This is an optimization exercise on Yosys and OpenROAD, whose aim is small area, not a production implementation. Function was checked by simulation only, so behaviour that the tests miss may differ from the original. Power figures rest on the tool's default switching activity, not on a simulated workload.

$ cat run.sh
#!/bin/bash
# synth_recipe.tcl (not shown) runs the flow's synth.tcl, then flattens the netlist and writes it again
# the make line also repeats each setting of config.mk as NAME=value (left out here)
make -C /OpenROAD-flow-scripts/flow DESIGN_CONFIG=/design/flow/config.mk WORK_HOME=/design/flow/orfs CLKGATE_MAP_FILE= SYNTH_SCRIPT=/design/flow/synth_recipe.tcl finish
$ cat config.mk
export PLATFORM = sky130hd
export DESIGN_NAME = TPPE_LIF_MULTI_SYSTEM_FINAL
export DESIGN_NICKNAME = TPPE_LIF_MULTI_SYSTEM_FINAL
export VERILOG_FILES = /design/flow/design.v
export SDC_FILE = /design/flow/constraint.sdc
export NUM_CORES = 4
export LEC_CHECK = 0
export CAP_MARGIN = 20
export CORE_MARGIN = 2
export CORE_UTILIZATION = 40
export SLEW_MARGIN = 20
$ cat constraint.sdc
create_clock -name core_clock -period 10.0 [get_ports {clk}]
set_input_delay 2.0000 -clock core_clock [delete_from_list [all_inputs] [get_ports {clk}]]
set_output_delay 2.0000 -clock core_clock [all_outputs]
set_load 0.01 [all_outputs]
$ cat design.v
`timescale 1ns/1ps
`default_nettype none
module TPPE_LIF_MULTI_SYSTEM_FINAL #(
    parameter integer T_WINDOW        = 16,
    parameter integer PARALLEL_FACTOR = 4,
    parameter integer NUM_NEURONS     = 16,
    parameter integer NEURON_ID_W     = 4,
    parameter integer COL_ID_W        = 4,
    parameter integer SCORE_W         = $clog2(T_WINDOW+1),
    parameter integer FIFO_DEPTH      = 8,
    parameter integer VMEM_W          = 16,
    parameter integer LEAK_SHIFT      = 4,
    parameter integer CORR_W          = 8
)(
    input  wire clk,
    input  wire rst_n,
    input  wire spike_in,
    input  wire enable,
    input  wire weight_valid,
    input  wire [NEURON_ID_W-1:0] neuron_id,
    input  wire [COL_ID_W-1:0]    col_base,
    input  wire [PARALLEL_FACTOR*T_WINDOW-1:0] weight_patterns,
    input  wire [SCORE_W-1:0]     intersection_threshold,
    input  wire [NUM_NEURONS*VMEM_W-1:0] thresholds,
    output wire                   spike_valid,
    output wire [NEURON_ID_W-1:0] spike_id,
    input  wire                   spike_ready
);
    reg [$clog2(T_WINDOW)-1:0] scan_cnt;
    reg scan_start_en;
    always @(posedge clk or negedge rst_n) begin
        if (!rst_n) begin
            scan_cnt      <= '0;
            scan_start_en <= 1'b0;
        end else begin
            scan_start_en <= 1'b0;
            if (scan_cnt == T_WINDOW-1) begin
                scan_cnt      <= '0;
                scan_start_en <= 1'b1;
            end else begin
                scan_cnt <= scan_cnt + 1'b1;
            end
        end
    end
    wire cand_valid;
    wire [NEURON_ID_W-1:0] cand_neuron;
    wire [COL_ID_W-1:0]    cand_col;
    wire [SCORE_W-1:0]     cand_score;
    part_a_top #(
        .T_WINDOW(T_WINDOW),
        .PARALLEL_FACTOR(PARALLEL_FACTOR),
        .NEURON_ID_W(NEURON_ID_W),
        .COL_ID_W(COL_ID_W),
        .SCORE_W(SCORE_W),
        .FIFO_DEPTH(FIFO_DEPTH)
    ) u_part_a (
        .clk(clk),
        .rst_n(rst_n),
        .spike_in(spike_in),
        .enable(enable),
        .weight_valid(weight_valid),
        .neuron_id(neuron_id),
        .col_base(col_base),
        .intersection_threshold(intersection_threshold),
        .weight_patterns(weight_patterns),
        .cand_valid(cand_valid),
        .cand_neuron(cand_neuron),
        .cand_col(cand_col),
        .cand_score(cand_score)
    );
    wire [NUM_NEURONS-1:0] lif_score_valid;
    wire [NUM_NEURONS*SCORE_W-1:0] lif_score;
    event_router #(
        .NUM_NEURONS(NUM_NEURONS),
        .NEURON_ID_W(NEURON_ID_W),
        .SCORE_W(SCORE_W)
    ) u_router (
        .clk(clk),
        .rst_n(rst_n),
        .scan_start_en(scan_start_en),
        .cand_valid(cand_valid),
        .cand_neuron(cand_neuron),
        .cand_score(cand_score),
        .lif_score_valid(lif_score_valid),
        .lif_score(lif_score)
    );
    wire [NUM_NEURONS-1:0] lif_spike_raw;
    lif_array #(
        .NUM_NEURONS(NUM_NEURONS),
        .SCORE_W(SCORE_W),
        .VMEM_W(VMEM_W),
        .NEURON_ID_W(NEURON_ID_W),
        .LEAK_SHIFT(LEAK_SHIFT),
        .CORR_W(CORR_W)
    ) u_lif_array (
        .clk(clk),
        .rst_n(rst_n),
        .scan_start_en(scan_start_en),
        .lif_score_valid(lif_score_valid),
        .lif_score(lif_score),
        .thresholds(thresholds),
        .spike_vec(lif_spike_raw)
    );
    wire [NUM_NEURONS-1:0] spike_fifo_valid;
    wire [NUM_NEURONS-1:0] spike_fifo_ready;
    wire [NUM_NEURONS*NEURON_ID_W-1:0] spike_fifo_id;
    genvar i;
    generate
        for (i = 0; i < NUM_NEURONS; i = i + 1) begin : SPIKE_FIFO_GEN
            spike_fifo #(
                .NEURON_ID_W(NEURON_ID_W)
            ) u_spike_fifo (
                .clk(clk),
                .rst_n(rst_n),
                .spike_in(lif_spike_raw[i]),
                .spike_id_in(i[NEURON_ID_W-1:0]),
                .spike_ready(),
                .spike_valid(spike_fifo_valid[i]),
                .spike_id_out(spike_fifo_id[i*NEURON_ID_W +: NEURON_ID_W]),
                .spike_accept(spike_fifo_ready[i])
            );
        end
    endgenerate
    round_robin_arbiter #(
        .NUM_NEURONS(NUM_NEURONS),
        .NEURON_ID_W(NEURON_ID_W)
    ) u_arbiter (
        .clk(clk),
        .rst_n(rst_n),
        .req_valid(spike_fifo_valid),
        .req_grant(spike_fifo_ready),
        .spike_valid(spike_valid),
        .spike_id(spike_id),
        .spike_ready(spike_ready)
    );
endmodule
`default_nettype wire
`timescale 1ns/1ps
`default_nettype none
module part_a_top #(
    parameter integer T_WINDOW        = 16,
    parameter integer PARALLEL_FACTOR = 4,
    parameter integer NEURON_ID_W     = 4,
    parameter integer COL_ID_W        = 4,
    parameter integer SCORE_W         = $clog2(T_WINDOW+1),
    parameter integer FIFO_DEPTH      = 8
)(
    input  wire clk,
    input  wire rst_n,
    input  wire                   spike_in,
    input  wire                   enable,
    input  wire                   weight_valid,
    input  wire [NEURON_ID_W-1:0] neuron_id,
    input  wire [COL_ID_W-1:0]    col_base,
    input  wire [SCORE_W-1:0]     intersection_threshold,
    input  wire [PARALLEL_FACTOR*T_WINDOW-1:0] weight_patterns,
    output wire                   cand_valid,
    output wire [NEURON_ID_W-1:0] cand_neuron,
    output wire [COL_ID_W-1:0]    cand_col,
    output wire [SCORE_W-1:0]     cand_score
);
    wire [T_WINDOW-1:0] spike_pattern;
    wire ij_valid;
    wire ij_ready;
    wire [NEURON_ID_W-1:0] ij_neuron;
    wire [COL_ID_W-1:0]    ij_col;
    wire [SCORE_W-1:0]     ij_score;
    wire fifo_ready;
    spike_compressor_temporal #(
        .T_WINDOW(T_WINDOW)
    ) u_compressor (
        .clk                (clk),
        .rst_n              (rst_n),
        .spike_in           (spike_in),
        .compressed_pattern (spike_pattern)
    );
    loas_inner_join_parallel #(
        .T_WINDOW        (T_WINDOW),
        .PARALLEL_FACTOR (PARALLEL_FACTOR),
        .NEURON_ID_W     (NEURON_ID_W),
        .COL_ID_W        (COL_ID_W),
        .SCORE_W         (SCORE_W)
    ) u_inner_join (
        .clk                    (clk),
        .rst_n                  (rst_n),
        .enable                 (enable),
        .neuron_id              (neuron_id),
        .col_base               (col_base),
        .spike_pattern          (spike_pattern),
        .weight_patterns        (weight_patterns),
        .intersection_threshold (intersection_threshold),
        .weight_valid           (weight_valid),
        .fifo_valid             (ij_valid),
        .fifo_ready             (ij_ready),
        .fifo_neuron            (ij_neuron),
        .fifo_col               (ij_col),
        .fifo_score             (ij_score)
    );
    loas_candidate_fifo #(
        .DEPTH        (FIFO_DEPTH),
        .NEURON_ID_W  (NEURON_ID_W),
        .COL_ID_W     (COL_ID_W),
        .SCORE_W      (SCORE_W)
    ) u_fifo (
        .clk          (clk),
        .rst_n        (rst_n),
        .in_valid     (ij_valid),
        .in_ready     (ij_ready),
        .in_neuron    (ij_neuron),
        .in_col       (ij_col),
        .in_score     (ij_score),
        .out_valid    (cand_valid),
        .out_ready    (fifo_ready),
        .out_neuron   (cand_neuron),
        .out_col      (cand_col),
        .out_score    (cand_score)
    );
    assign fifo_ready = 1'b1;
endmodule
`default_nettype wire
`timescale 1ns/1ps
`default_nettype none
module spike_compressor_temporal #(
    parameter integer T_WINDOW = 16
)(
    input  wire                   clk,
    input  wire                   rst_n,
    input  wire                   spike_in,
    output reg  [T_WINDOW-1:0]    compressed_pattern
);
    always @(posedge clk or negedge rst_n) begin
        if (!rst_n) begin
            compressed_pattern <= {T_WINDOW{1'b0}};
        end
        else begin
            compressed_pattern <= {
                compressed_pattern[T_WINDOW-2:0],
                spike_in
            };
        end
    end
endmodule
`default_nettype wire
`timescale 1ns/1ps
`default_nettype none
module loas_inner_join_parallel #(
    parameter integer T_WINDOW        = 16,
    parameter integer PARALLEL_FACTOR = 4,
    parameter integer NEURON_ID_W     = 4,
    parameter integer COL_ID_W        = 4,
    parameter integer SCORE_W         = $clog2(T_WINDOW+1)
)(
    input  wire clk,
    input  wire rst_n,
    input  wire enable,
    input  wire [NEURON_ID_W-1:0] neuron_id,
    input  wire [COL_ID_W-1:0]    col_base,
    input  wire [T_WINDOW-1:0]    spike_pattern,
    input  wire [PARALLEL_FACTOR*T_WINDOW-1:0] weight_patterns,
    input  wire [SCORE_W-1:0]     intersection_threshold,
    input  wire                   weight_valid,
    output reg                    fifo_valid,
    input  wire                   fifo_ready,
    output reg  [NEURON_ID_W-1:0] fifo_neuron,
    output reg  [COL_ID_W-1:0]    fifo_col,
    output reg  [SCORE_W-1:0]     fifo_score
);
    wire [PARALLEL_FACTOR-1:0] hit;
    wire [PARALLEL_FACTOR*SCORE_W-1:0] score;
    genvar i;
    generate
        for (i = 0; i < PARALLEL_FACTOR; i = i + 1) begin : PM_GEN
            pattern_matcher #(
                .T_WINDOW(T_WINDOW)
            ) pm (
                .input_pattern (spike_pattern),
                .weight_pattern(weight_patterns[i*T_WINDOW +: T_WINDOW]),
                .match_score   (score[i*SCORE_W +: SCORE_W])
            );
            assign hit[i] =
                (score[i*SCORE_W +: SCORE_W] >= intersection_threshold);
        end
    endgenerate
    integer k;
    reg found;
    always @(posedge clk or negedge rst_n) begin
        if (!rst_n) begin
            fifo_valid <= 1'b0;
            found      <= 1'b0;
        end
        else if (enable && weight_valid) begin
            fifo_valid <= 1'b0;
            found      <= 1'b0;
            if (fifo_ready) begin
                for (k = 0; k < PARALLEL_FACTOR; k = k + 1) begin
                    if (hit[k] && !found) begin
                        fifo_valid  <= 1'b1;
                        fifo_neuron <= neuron_id;
                        fifo_col    <= col_base + k;
                        fifo_score  <= score[k*SCORE_W +: SCORE_W];
                        found       <= 1'b1;
                    end
                end
            end
        end
    end
endmodule
`default_nettype wire
`timescale 1ns/1ps
`default_nettype none
module pattern_matcher #(
    parameter integer T_WINDOW = 16,
    parameter integer SCORE_W  = $clog2(T_WINDOW+1)
)(
    input  wire [T_WINDOW-1:0] input_pattern,
    input  wire [T_WINDOW-1:0] weight_pattern,
    output wire [SCORE_W-1:0]  match_score
);
    wire [T_WINDOW-1:0] match_bits;
    assign match_bits = input_pattern & weight_pattern;
    integer i;
    reg [SCORE_W-1:0] sum;
    always @(*) begin
        sum = '0;
        for (i = 0; i < T_WINDOW; i = i + 1)
            sum = sum + match_bits[i];
    end
    assign match_score = sum;
endmodule
`default_nettype wire 
`timescale 1ns/1ps
`default_nettype none
module loas_candidate_fifo #(
    parameter integer DEPTH        = 16,
    parameter integer PTR_W        = $clog2(DEPTH),
    parameter integer NEURON_ID_W  = 4,
    parameter integer COL_ID_W     = 4,
    parameter integer SCORE_W      = 4
)(
    input  wire clk,
    input  wire rst_n,
    input  wire in_valid,
    output wire in_ready,
    input  wire [NEURON_ID_W-1:0] in_neuron,
    input  wire [COL_ID_W-1:0]    in_col,
    input  wire [SCORE_W-1:0]     in_score,
    output reg  out_valid,
    input  wire out_ready,
    output reg  [NEURON_ID_W-1:0] out_neuron,
    output reg  [COL_ID_W-1:0]    out_col,
    output reg  [SCORE_W-1:0]     out_score
);
    reg [NEURON_ID_W-1:0] nmem [0:DEPTH-1];
    reg [COL_ID_W-1:0]    cmem [0:DEPTH-1];
    reg [SCORE_W-1:0]     smem [0:DEPTH-1];
    reg [PTR_W:0] wp, rp;
    assign in_ready = ((wp - rp) < DEPTH);
    always @(posedge clk or negedge rst_n) begin
        if (!rst_n) begin
            wp        <= '0;
            rp        <= '0;
            out_valid <= 1'b0;
        end
        else begin
            if (in_valid && in_ready) begin
                nmem[wp[PTR_W-1:0]] <= in_neuron;
                cmem[wp[PTR_W-1:0]] <= in_col;
                smem[wp[PTR_W-1:0]] <= in_score;
                wp <= wp + 1'b1;
            end
            if (!out_valid && wp != rp) begin
                out_valid  <= 1'b1;
                out_neuron <= nmem[rp[PTR_W-1:0]];
                out_col    <= cmem[rp[PTR_W-1:0]];
                out_score  <= smem[rp[PTR_W-1:0]];
            end
            else if (out_valid && out_ready) begin
                out_valid <= 1'b0;
                rp <= rp + 1'b1;
            end
        end
    end
endmodule
`default_nettype wire
module event_router #(
    parameter integer NUM_NEURONS = 16,
    parameter integer NEURON_ID_W = 4,
    parameter integer SCORE_W     = 4
)(
    input  wire                   clk,
    input  wire                   rst_n,
    input  wire                   scan_start_en,
    input  wire                   cand_valid,
    input  wire [NEURON_ID_W-1:0] cand_neuron,
    input  wire [SCORE_W-1:0]     cand_score,
    output reg  [NUM_NEURONS-1:0] lif_score_valid,
    output reg  [NUM_NEURONS*SCORE_W-1:0] lif_score
);
    integer i;
    always @(posedge clk or negedge rst_n) begin
        if (!rst_n) begin
            lif_score_valid <= '0;
            lif_score       <= '0;
        end else if (scan_start_en) begin
            lif_score_valid <= '0;
            lif_score       <= '0;
        end else begin
            if (cand_valid) begin
                lif_score_valid[cand_neuron] <= 1'b1;
                lif_score[cand_neuron*SCORE_W +: SCORE_W] <= cand_score;
            end else begin
                lif_score_valid <= '0;
            end
        end
    end
endmodule
module lif_array #(
    parameter integer NUM_NEURONS = 16,
    parameter integer SCORE_W     = 4,
    parameter integer VMEM_W      = 16,
    parameter integer NEURON_ID_W = 4,
    parameter integer LEAK_SHIFT  = 4,
    parameter integer CORR_W      = 8
)(
    input  wire clk,
    input  wire rst_n,
    input  wire scan_start_en,
    input  wire [NUM_NEURONS-1:0] lif_score_valid,
    input  wire [NUM_NEURONS*SCORE_W-1:0] lif_score,
    input  wire [NUM_NEURONS*VMEM_W-1:0] thresholds,
    output wire [NUM_NEURONS-1:0] spike_vec
);
    genvar i;
    generate
        for (i = 0; i < NUM_NEURONS; i = i + 1) begin : LIF_GEN
            wire ev_valid, ev_ready;
            assign ev_ready = 1'b1;
            wire [SCORE_W-1:0] ev_score;
            neuron_event_fifo #(
                .SCORE_W(SCORE_W)
            ) u_event_fifo (
                .clk(clk),
                .rst_n(rst_n),
                .score_valid(lif_score_valid[i]),
                .score_in(lif_score[i*SCORE_W +: SCORE_W]),
                .score_ready(),
                .fifo_valid(ev_valid),
                .fifo_score(ev_score),
                .fifo_ready(ev_ready)
            );
            lif_neuron_top #(
                .SCORE_W(SCORE_W),
                .VMEM_W(VMEM_W),
                .NEURON_ID_W(NEURON_ID_W),
                .LEAK_SHIFT(LEAK_SHIFT),
                .CORR_W(CORR_W)
            ) lif (
                .clk(clk),
                .rst_n(rst_n),
                .score_valid(ev_valid),
                .score_in(ev_score),
                .scan_start_en(scan_start_en),
                .threshold(thresholds[i*VMEM_W +: VMEM_W]),
                .neuron_id(i[NEURON_ID_W-1:0]),
                .spike_valid(spike_vec[i]),
                .spike_id(),
                .spike_ready(ev_ready)
            );
        end
    endgenerate
endmodule
module neuron_event_fifo #(
    parameter integer SCORE_W = 4
)(
    input  wire clk,
    input  wire rst_n,
    input  wire score_valid,
    input  wire [SCORE_W-1:0] score_in,
    output wire score_ready,
    output wire fifo_valid,
    output wire [SCORE_W-1:0] fifo_score,
    input  wire fifo_ready
);
    simple_fifo #(
        .WIDTH(SCORE_W)
    ) u_fifo (
        .clk(clk),
        .rst_n(rst_n),
        .in_valid(score_valid),
        .in_data(score_in),
        .in_ready(score_ready),
        .out_valid(fifo_valid),
        .out_data(fifo_score),
        .out_ready(fifo_ready)
    );
endmodule
`timescale 1ns/1ps
`default_nettype none
module simple_fifo #(
    parameter integer WIDTH = 8
)(
    input  wire clk,
    input  wire rst_n,
    input  wire             in_valid,
    input  wire [WIDTH-1:0] in_data,
    output wire             in_ready,
    output wire             out_valid,
    output wire [WIDTH-1:0] out_data,
    input  wire             out_ready
);
    reg full;
    reg [WIDTH-1:0] data;
    assign in_ready  = ~full;
    assign out_valid = full;
    assign out_data  = data;
    always @(posedge clk or negedge rst_n) begin
        if (!rst_n) begin
            full <= 1'b0;
        end else begin
            if (in_valid && in_ready) begin
                data <= in_data;
                full <= 1'b1;
            end
            if (out_valid && out_ready) begin
                full <= 1'b0;
            end
        end
    end
endmodule
`default_nettype wire
`timescale 1ns / 1ps
module lif_neuron_top #(
    parameter integer SCORE_W     = 4,
    parameter integer VMEM_W      = 16,
    parameter integer NEURON_ID_W = 4,
    parameter integer LEAK_SHIFT  = 4,
    parameter integer CORR_W      = 8
)(
    input  wire                   clk,
    input  wire                   rst_n,
    input  wire                   score_valid,
    input  wire [SCORE_W-1:0]     score_in,
    input  wire                   scan_start_en,
    input  wire [VMEM_W-1:0]      threshold,
    input  wire [NEURON_ID_W-1:0] neuron_id,
    output wire                   spike_valid,
    output wire [NEURON_ID_W-1:0] spike_id,
    input  wire                   spike_ready
);
    wire [VMEM_W-1:0] fast_sum;
    wire [VMEM_W-1:0] leak;
    wire [VMEM_W-1:0] corr;
    wire [VMEM_W-1:0] vmem;
    wire              spike_raw;
    wire              reset_vmem_from_fire;
    wire corr_enable;
    assign corr_enable = (vmem >= (1 << LEAK_SHIFT));
    score_accumulator #(
        .SCORE_W(SCORE_W),
        .VMEM_W (VMEM_W)
    ) u_score_acc (
        .clk           (clk),
        .rst_n         (rst_n),
        .scan_start_en (scan_start_en),
        .score_valid   (score_valid),
        .score_in      (score_in),
        .sum_out       (fast_sum)
    );
    leak_unit #(
        .VMEM_W (VMEM_W),
        .SHIFT  (LEAK_SHIFT)
    ) u_leak (
        .clk      (clk),
        .rst_n    (rst_n),
        .vmem_in  (vmem),
        .leak_out (leak)
    );
    correction_accumulator #(
        .VMEM_W (VMEM_W),
        .CORR_W (CORR_W)
    ) u_corr (
        .clk           (clk),
        .rst_n         (rst_n),
        .clear         (1'b0),
        .scan_start_en (scan_start_en),
        .frac_in       ({ {(CORR_W-LEAK_SHIFT){1'b0}}, vmem[LEAK_SHIFT-1:0] }),
        .enable        (corr_enable),
        .corr_out      (corr)
    );
    pseudo_accumulator #(
        .VMEM_W(VMEM_W)
    ) u_vmem (
        .clk        (clk),
        .rst_n      (rst_n),
        .reset_scan (scan_start_en || reset_vmem_from_fire),
        .fast_sum   (fast_sum),
        .leak       (leak),
        .corr       (corr),
        .vmem       (vmem)
    );
    p_lif #(
        .VMEM_W      (VMEM_W),
        .NEURON_ID_W (NEURON_ID_W)
    ) u_fire (
        .clk           (clk),
        .rst_n         (rst_n),
        .scan_start_en (scan_start_en),
        .vmem          (vmem),
        .threshold     (threshold),
        .neuron_id     (neuron_id),
        .spike         (spike_raw),
        .reset_vmem    (reset_vmem_from_fire),
        .spike_id      ()
    );
    assign spike_valid = spike_raw;
    assign spike_id = neuron_id;
endmodule
`timescale 1ns / 1ps
module score_accumulator #(
    parameter integer SCORE_W = 4,
    parameter integer VMEM_W  = 16
)(
    input  wire                   clk,
    input  wire                   rst_n,
    input  wire                   scan_start_en,
    input  wire                   score_valid,
    input  wire [SCORE_W-1:0]     score_in,
    output reg  [VMEM_W-1:0]      sum_out
);
    always @(posedge clk or negedge rst_n) begin
    if (!rst_n) begin
        sum_out <= 0;
    end
    else if (scan_start_en) begin
        sum_out <= 0;
    end
    else if (score_valid) begin
        sum_out <= sum_out + score_in;
    end
    else begin
        sum_out <= 0;    
    end
end
endmodule
`timescale 1ns / 1ps
module leak_unit #(
    parameter integer VMEM_W = 16,
    parameter integer SHIFT  = 4
)(
    input  wire                   clk,
    input  wire                   rst_n,
    input  wire [VMEM_W-1:0]      vmem_in,
    output reg  [VMEM_W-1:0]      leak_out
);
    always @(posedge clk or negedge rst_n) begin
    if (!rst_n) begin
        leak_out <= {VMEM_W{1'b0}};
    end
    else if (vmem_in != 0) begin
        leak_out <= (vmem_in >> SHIFT) + 1'b1;  
    end
    else begin
        leak_out <= {VMEM_W{1'b0}};
    end
end
endmodule
`timescale 1ns / 1ps
module correction_accumulator #(
    parameter integer VMEM_W = 16,
    parameter integer CORR_W = 8
)(
    input  wire                   clk,
    input  wire                   rst_n,
    input  wire                   clear,
    input  wire                   scan_start_en,
    input  wire                   enable,
    input  wire [CORR_W-1:0]      frac_in,
    output wire [VMEM_W-1:0]      corr_out
);
    reg [VMEM_W+CORR_W-1:0] acc;
    always @(posedge clk or negedge rst_n) begin
        if (!rst_n) begin
            acc <= {(VMEM_W+CORR_W){1'b0}};
        end
        else if (clear || scan_start_en) begin
            acc <= {(VMEM_W+CORR_W){1'b0}};
        end
        else if (enable) begin
            acc <= acc + {{VMEM_W{1'b0}}, frac_in};
        end
    end
    assign corr_out = acc[VMEM_W+CORR_W-1:CORR_W];
endmodule
`timescale 1ns / 1ps
module pseudo_accumulator #(
    parameter integer VMEM_W = 16
)(
    input  wire                   clk,
    input  wire                   rst_n,
    input  wire                   reset_scan,
    input  wire [VMEM_W-1:0]      fast_sum,
    input  wire [VMEM_W-1:0]      leak,
    input  wire [VMEM_W-1:0]      corr,
    output reg  [VMEM_W-1:0]      vmem
);
    wire [VMEM_W:0] vmem_next_ext;
    wire [VMEM_W-1:0] vmem_next;
    assign vmem_next_ext =
          {1'b0, vmem}
        + {1'b0, fast_sum}
        - {1'b0, leak}
        - {1'b0, corr};
    assign vmem_next =
    vmem_next_ext[VMEM_W]
        ? {VMEM_W{1'b0}}           
        : vmem_next_ext[VMEM_W-1:0];
    always @(posedge clk or negedge rst_n) begin
        if (!rst_n) begin
            vmem <= {VMEM_W{1'b0}};
        end
        else if (reset_scan) begin
            vmem <= {VMEM_W{1'b0}};
        end
        else begin
            vmem <= vmem_next;
        end
    end
endmodule
module p_lif #(
    parameter integer VMEM_W = 16,
    parameter integer NEURON_ID_W = 4
)(
    input  wire                   clk,
    input  wire                   rst_n,
    input  wire                   scan_start_en,
    input  wire [VMEM_W-1:0]      vmem,
    input  wire [VMEM_W-1:0]      threshold,
    input  wire [NEURON_ID_W-1:0] neuron_id,
    output reg                    spike,
    output reg                    reset_vmem,
    output reg  [NEURON_ID_W-1:0] spike_id
);
    reg fired;
    reg [VMEM_W-1:0] vmem_prev;
    always @(posedge clk or negedge rst_n) begin
        if (!rst_n) begin
            spike      <= 0;
            reset_vmem <= 0;
            fired      <= 0;
            vmem_prev  <= 0;
        end
        else begin
            vmem_prev <= vmem;
            spike      <= 0;
            reset_vmem <= 0;
            if (scan_start_en) begin
                if (!fired && vmem_prev >= threshold) begin
                    spike      <= 1;
                    reset_vmem <= 1;
                    spike_id   <= neuron_id;
                    fired      <= 1;
                end else begin
                    fired <= 0;   
                end
            end
            else if (!fired && vmem >= threshold) begin
                spike      <= 1;
                reset_vmem <= 1;
                spike_id   <= neuron_id;
                fired      <= 1;
            end
        end
    end
endmodule
module spike_fifo #(
    parameter integer NEURON_ID_W = 4
)(
    input  wire clk,
    input  wire rst_n,
    input  wire spike_in,
    input  wire [NEURON_ID_W-1:0] spike_id_in,
    output wire spike_ready,
    output wire spike_valid,
    output wire [NEURON_ID_W-1:0] spike_id_out,
    input  wire spike_accept
);
    simple_fifo #(
        .WIDTH(NEURON_ID_W)
    ) u_fifo (
        .clk(clk),
        .rst_n(rst_n),
        .in_valid(spike_in),
        .in_data(spike_id_in),
        .in_ready(spike_ready),
        .out_valid(spike_valid),
        .out_data(spike_id_out),
        .out_ready(spike_accept)
    );
endmodule
module round_robin_arbiter #(
    parameter integer NUM_NEURONS = 16,
    parameter integer NEURON_ID_W = 4
)(
    input  wire clk,
    input  wire rst_n,
    input  wire [NUM_NEURONS-1:0] req_valid,
    output reg  [NUM_NEURONS-1:0] req_grant,
    output reg                    spike_valid,
    output reg  [NEURON_ID_W-1:0] spike_id,
    input  wire                   spike_ready
);
    reg [NEURON_ID_W-1:0] last_grant;
    integer i;
    reg found;
    integer idx;
    always @(*) begin
        req_grant   = '0;
        spike_valid = 1'b0;
        spike_id    = '0;
        found       = 1'b0;
        for (i = 1; i <= NUM_NEURONS; i = i + 1) begin
            idx = (last_grant + i) % NUM_NEURONS;
            if (req_valid[idx] && !found && spike_ready) begin
                found       = 1'b1;
                spike_valid = 1'b1;
                spike_id    = idx[NEURON_ID_W-1:0];
                req_grant[idx] = 1'b1;
            end
        end
    end
    always @(posedge clk or negedge rst_n) begin
        if (!rst_n) begin
            last_grant <= '0;
        end else if (spike_valid && spike_ready) begin
            last_grant <= spike_id;
        end
    end
endmodule
==> reports/results.ini <==
[critical_path]
criticalPathCategory=flip-flop to output pin
worst_ep_required_time_ps=8000
crit_path_max_fanout=10
critical_path_arrival_ps=6790
reg_to_reg_critical_path_startpoint=u_part_a.u_compressor.compressed_pattern[1]
start_kind=flip-flop
cp-end-kind=output pin
startpoint=u_arbiter.last_grant[1]

[final_layout]
finalCoreUtilization_pct=45.7
layout.nets=13200
drive_above_1_share_pct=4.90
layout-area-overhead-vs-synth_pct=13.5

[yosys]
post-synth-top-count-cell=sky130_fd_sc_hd__dfrtp_1
synth-edff-count=170
yosysTopAreaCellShare_pct=35.2
ys_seq_elements=1725
post_synth_xor_area_fraction_pct=6.93
postSynth.topFlopCell=sky130_fd_sc_hd__dfrtp_1
postSynthAreaPerCell_um2=10.3
synth_instances=10800
synth_top_area_cells=sky130_fd_sc_hd__dfrtp_1, sky130_fd_sc_hd__ha_1, sky130_fd_sc_hd__fa_1, sky130_fd_sc_hd__xnor2_1, sky130_fd_sc_hd__edfxtp_1
async_set_or_reset_flop_fraction_in_the_synthesized_netlist_pct=90.1
yosysSeqAreaShare_pct=39.9
simple_logic_cell_fraction_of_the_synthesized_area_pct=14.5
synthesized_area_fraction_occupied_by_adder_cells_pct=22.4
synth_compound_area_share_pct=10.0
post-synth-top-area-cell=sky130_fd_sc_hd__dfrtp_1
yosys_warnings=17
synth_cell_type_count=103
synth_top_family_by_area=adder cells
mappedNetlistNets=12800
post_synth_most_frequent_cells=sky130_fd_sc_hd__dfrtp_1, sky130_fd_sc_hd__inv_1, sky130_fd_sc_hd__ha_1
synthMuxAreaShare_pct=1.61
syn_area_mm2=0.110

[global_routing]
global_route_wire_length_before_repair_um=457000
first_global_vias=82200
grt_max_degree=157
antenna_found_initial=20
overflow=0
grt_util_all_layers_pct=20.4

[clock_tree]
clkSlewWorstSetupHoldPaths_ps=60
cts_made_buffers=209
cts_setup_buffers=0
hold_buffers=0
post_cts_resize_count=0
clock_insertion_delay_worst_skew_ps=890
tritoncts=built
ctsHtreeMaxLevel=4
cts_sinks=1725
root_buffer=sky130_fd_sc_hd__clkbuf_16
clk_path_buf_depth=4

[floorplan]
die_span_x_um=529
placeableCoreArea_mm2=0.274
die_height_um=529
initial_utilization_pct=40.3
placement_rows=192
die_area_mm2=0.280
pin_count=344

[pwr]
p_per_area_mw_per_mm2=242
vdd_ir_drop_max_mv=0.168
power.leakage_nw=59.9

[drt]
wirelength_um=284000
detailedRoute.firstIterationViolations=4511
vias=78500
detail_route.drc_violations=0
detailedRoute.firstPassIterationCount=6
wire_per_inst_um=18.8
postRouteAntennaNets=0
drt-vias-per-instance=5.21

[sta]
max_freq_mhz=114
timing_hold_violations_final=0
worst_slew_pin_slew_ps=1210
period_share_pct=87.9
final.min_clock_period_ps=8790
timing.clock.skew_ps=83.1
holdWs_ps=399
drv_slew=0
relative_max_transition_margin_pct=19.0
setup_violations=0
finalSetupTns_ps=0
rsz_0062_raised_after_global_routing=no

[placement]
detailedPlacementHpwl_um=215000
io_buffers=339
gp_congestion=0.908

[min_path]
hold_path.class=flip-flop to flip-flop
hold_path.startpoint=u_lif_array.LIF_GEN[13].lif.u_vmem.vmem[0]

[flow_run]
drv_cap=0

[outcome]
result_of_the_run=timing/DRC/antenna clean

worst paths after layout:
check	endpoint	slack [ps]	depth (start not counted)
min in group asynchronous	u_lif_array.LIF_GEN[12].lif.u_fire.vmem_prev[6]	1050	1
min	u_lif_array.LIF_GEN[13].lif.u_fire.vmem_prev[0]	400	0
max reg2reg	u_part_a.u_inner_join.fifo_score[4]	3700	19
max	spike_id[0]	1210	12
min reg2reg	u_lif_array.LIF_GEN[13].lif.u_fire.vmem_prev[0]	400	0
max in group asynchronous	u_lif_array.LIF_GEN[4].lif.u_leak.leak_out[7]	6420	4
report_power, final:
part	switching (mW)	leakage, nW	internal [mW]
combinational	8.46	33.8	5.65
sequential	0.494	22.7	7.94
clock	3.12	3.45	4.71
total	12.1	59.9	18.3
kinds of logic after synthesis:
| family | count (synthesis) |
|---|---|
| AND/OR/NAND/NOR | 3318 |
| flip-flops | 1725 |
| AO/OA/AOI/OAI | 1718 |
| adder cells (fa/ha/maj) | 1657 |
| buffers and inverters | 1348 |
| XOR/XNOR | 868 |
| multiplexers | 130 |
layout by cell type (no fill, tap or decap), types with 55 or more instances in the layout:
cell type	netlist	routed
sky130_fd_sc_hd__mux2i_1	68	68
sky130_fd_sc_hd__nand4_1	101	101
sky130_fd_sc_hd__edfxtp_1	170	170
sky130_fd_sc_hd__dfrtp_1	1555	1554
sky130_fd_sc_hd__a21oi_1	531	531
sky130_fd_sc_hd__ha_1	1121	1121
sky130_fd_sc_hd__a211oi_1	63	63
sky130_fd_sc_hd__nand2b_1	76	76
sky130_fd_sc_hd__nand2_1	641	636
sky130_fd_sc_hd__nor2b_1	160	159
sky130_fd_sc_hd__and3_1	244	244
sky130_fd_sc_hd__buf_4	1	55
sky130_fd_sc_hd__o21a_1	63	63
sky130_fd_sc_hd__nor4_1	60	59
sky130_fd_sc_hd__nand3_1	312	312
sky130_fd_sc_hd__xnor2_1	625	625
sky130_fd_sc_hd__o21ai_0	325	325
sky130_fd_sc_hd__fa_1	536	536
sky130_fd_sc_hd__xor2_1	238	238
sky130_fd_sc_hd__a21o_1	251	251
sky130_fd_sc_hd__nor2_1	1102	1099
sky130_fd_sc_hd__clkdlybuf4s50_1	0	338
sky130_fd_sc_hd__clkbuf_16	0	210
sky130_fd_sc_hd__inv_1	1169	1169
sky130_fd_sc_hd__or3_1	128	128
sky130_fd_sc_hd__and2_1	101	101
sky130_fd_sc_hd__nor3_1	219	219
sky130_fd_sc_hd__o21bai_1	70	70
stage by stage:
| stage | instance area, um2 | cells | setup slack [ps] | power [mW] |
|---|---|---|---|---|
| after floorplan | 110000 | 10800 | 2500 | 18.5 |
| after global placement | 118000 | 14700 | 1700 | 22.4 |
| after detailed placement | 118000 | 14700 | 1720 | 22.6 |
| after CTS | 125000 | 15000 | 1310 | 30.6 |
| after global routing | 125000 | 15100 | 1090 | 32.6 |
| final | 125000 | 15100 | 1210 | 30.4 |
critical path, stage by stage (launching register included):
cell and delay, ps:
sky130_fd_sc_hd__dfrtp_1 380, sky130_fd_sc_hd__inv_1 590, sky130_fd_sc_hd__ha_1 360, sky130_fd_sc_hd__nor2b_1 550, sky130_fd_sc_hd__xnor2_2 340, sky130_fd_sc_hd__inv_2 250
sky130_fd_sc_hd__mux4_2 650, sky130_fd_sc_hd__o21ai_2 360, sky130_fd_sc_hd__nand3_2 280, sky130_fd_sc_hd__nor3_2 780, sky130_fd_sc_hd__a2111oi_0 150, sky130_fd_sc_hd__a41oi_1 450
sky130_fd_sc_hd__clkdlybuf4s50_1 750
metal layers:
layer	global-route usage (%)	wire length, um	vias up
met5	0	108	-
met4	5.40	7490	16
met3	2.84	12200	409
met2	34.0	133000	1453
met1	27.9	131000	38900
li1	-	-	37700
flip-flops by register name, summed over array words and instances, names as in the netlist, 5 cells and up:
| register | count |
|---|---|
| SPIKE_FIFO_GEN.u_spike_fifo.u_fifo.full | 16 |
| u_lif_array.LIF_GEN.lif.u_corr.acc | 384 |
| u_lif_array.LIF_GEN.lif.u_fire.fired | 16 |
| u_lif_array.LIF_GEN.lif.u_fire.spike | 14 |
| u_lif_array.LIF_GEN.lif.u_fire.vmem_prev | 256 |
| u_lif_array.LIF_GEN.lif.u_leak.leak_out | 208 |
| u_lif_array.LIF_GEN.lif.u_score_acc.sum_out | 256 |
| u_lif_array.LIF_GEN.lif.u_vmem.vmem | 256 |
| u_lif_array.LIF_GEN.u_event_fifo.u_fifo.data | 80 |
| u_lif_array.LIF_GEN.u_event_fifo.u_fifo.full | 16 |
| u_part_a.u_compressor.compressed_pattern | 16 |
| u_part_a.u_fifo.nmem | 32 |
| u_part_a.u_fifo.out_score | 5 |
| u_part_a.u_fifo.smem | 40 |
| u_part_a.u_inner_join.fifo_score | 5 |
| u_router.lif_score | 80 |
| u_router.lif_score_valid | 16 |
cell type report:
| cell class | instances | area [um2] |
|---|---|---|
| Multi-Input combinational cell | 7691 | 61300 |
| Clock inverter | 87 | 1130 |
| Antenna cell | 10 | 25.0 |
| Tap cell | 3686 | 4610 |
| Sequential cell | 1725 | 44000 |
| Fill cell | 25400 | 149000 |
| Inverter | 1178 | 4430 |
| Clock buffer | 282 | 5900 |
| Timing Repair Buffer | 399 | 3920 |

## port drivers added, routing unchanged
In the flow no input, the clock included, has a driving cell. The finished layout below was timed again as built, in two steps. Step 1, drivers: a clkbuf_16 drives clk and a buf_2 each remaining input, both assumed. Step 2 moves the port delays by t, midway between the first and last clock arrival at a register: inputs arrive t later, outputs are due t later. That takes back most of the time a late clock gives input paths. Three values: ideal, step 1, step 2; two values: the first two.
t (ns): 0.950
setup WS [ns]: 1.209 / 1.111 / 1.776
worst setup path at the end: input to register
cell pins on the clock port's net: 1
After both steps this run still meets setup and hold. The setup slack of this run moves by -0.098 ns with the drivers and by +0.567 ns with both steps.
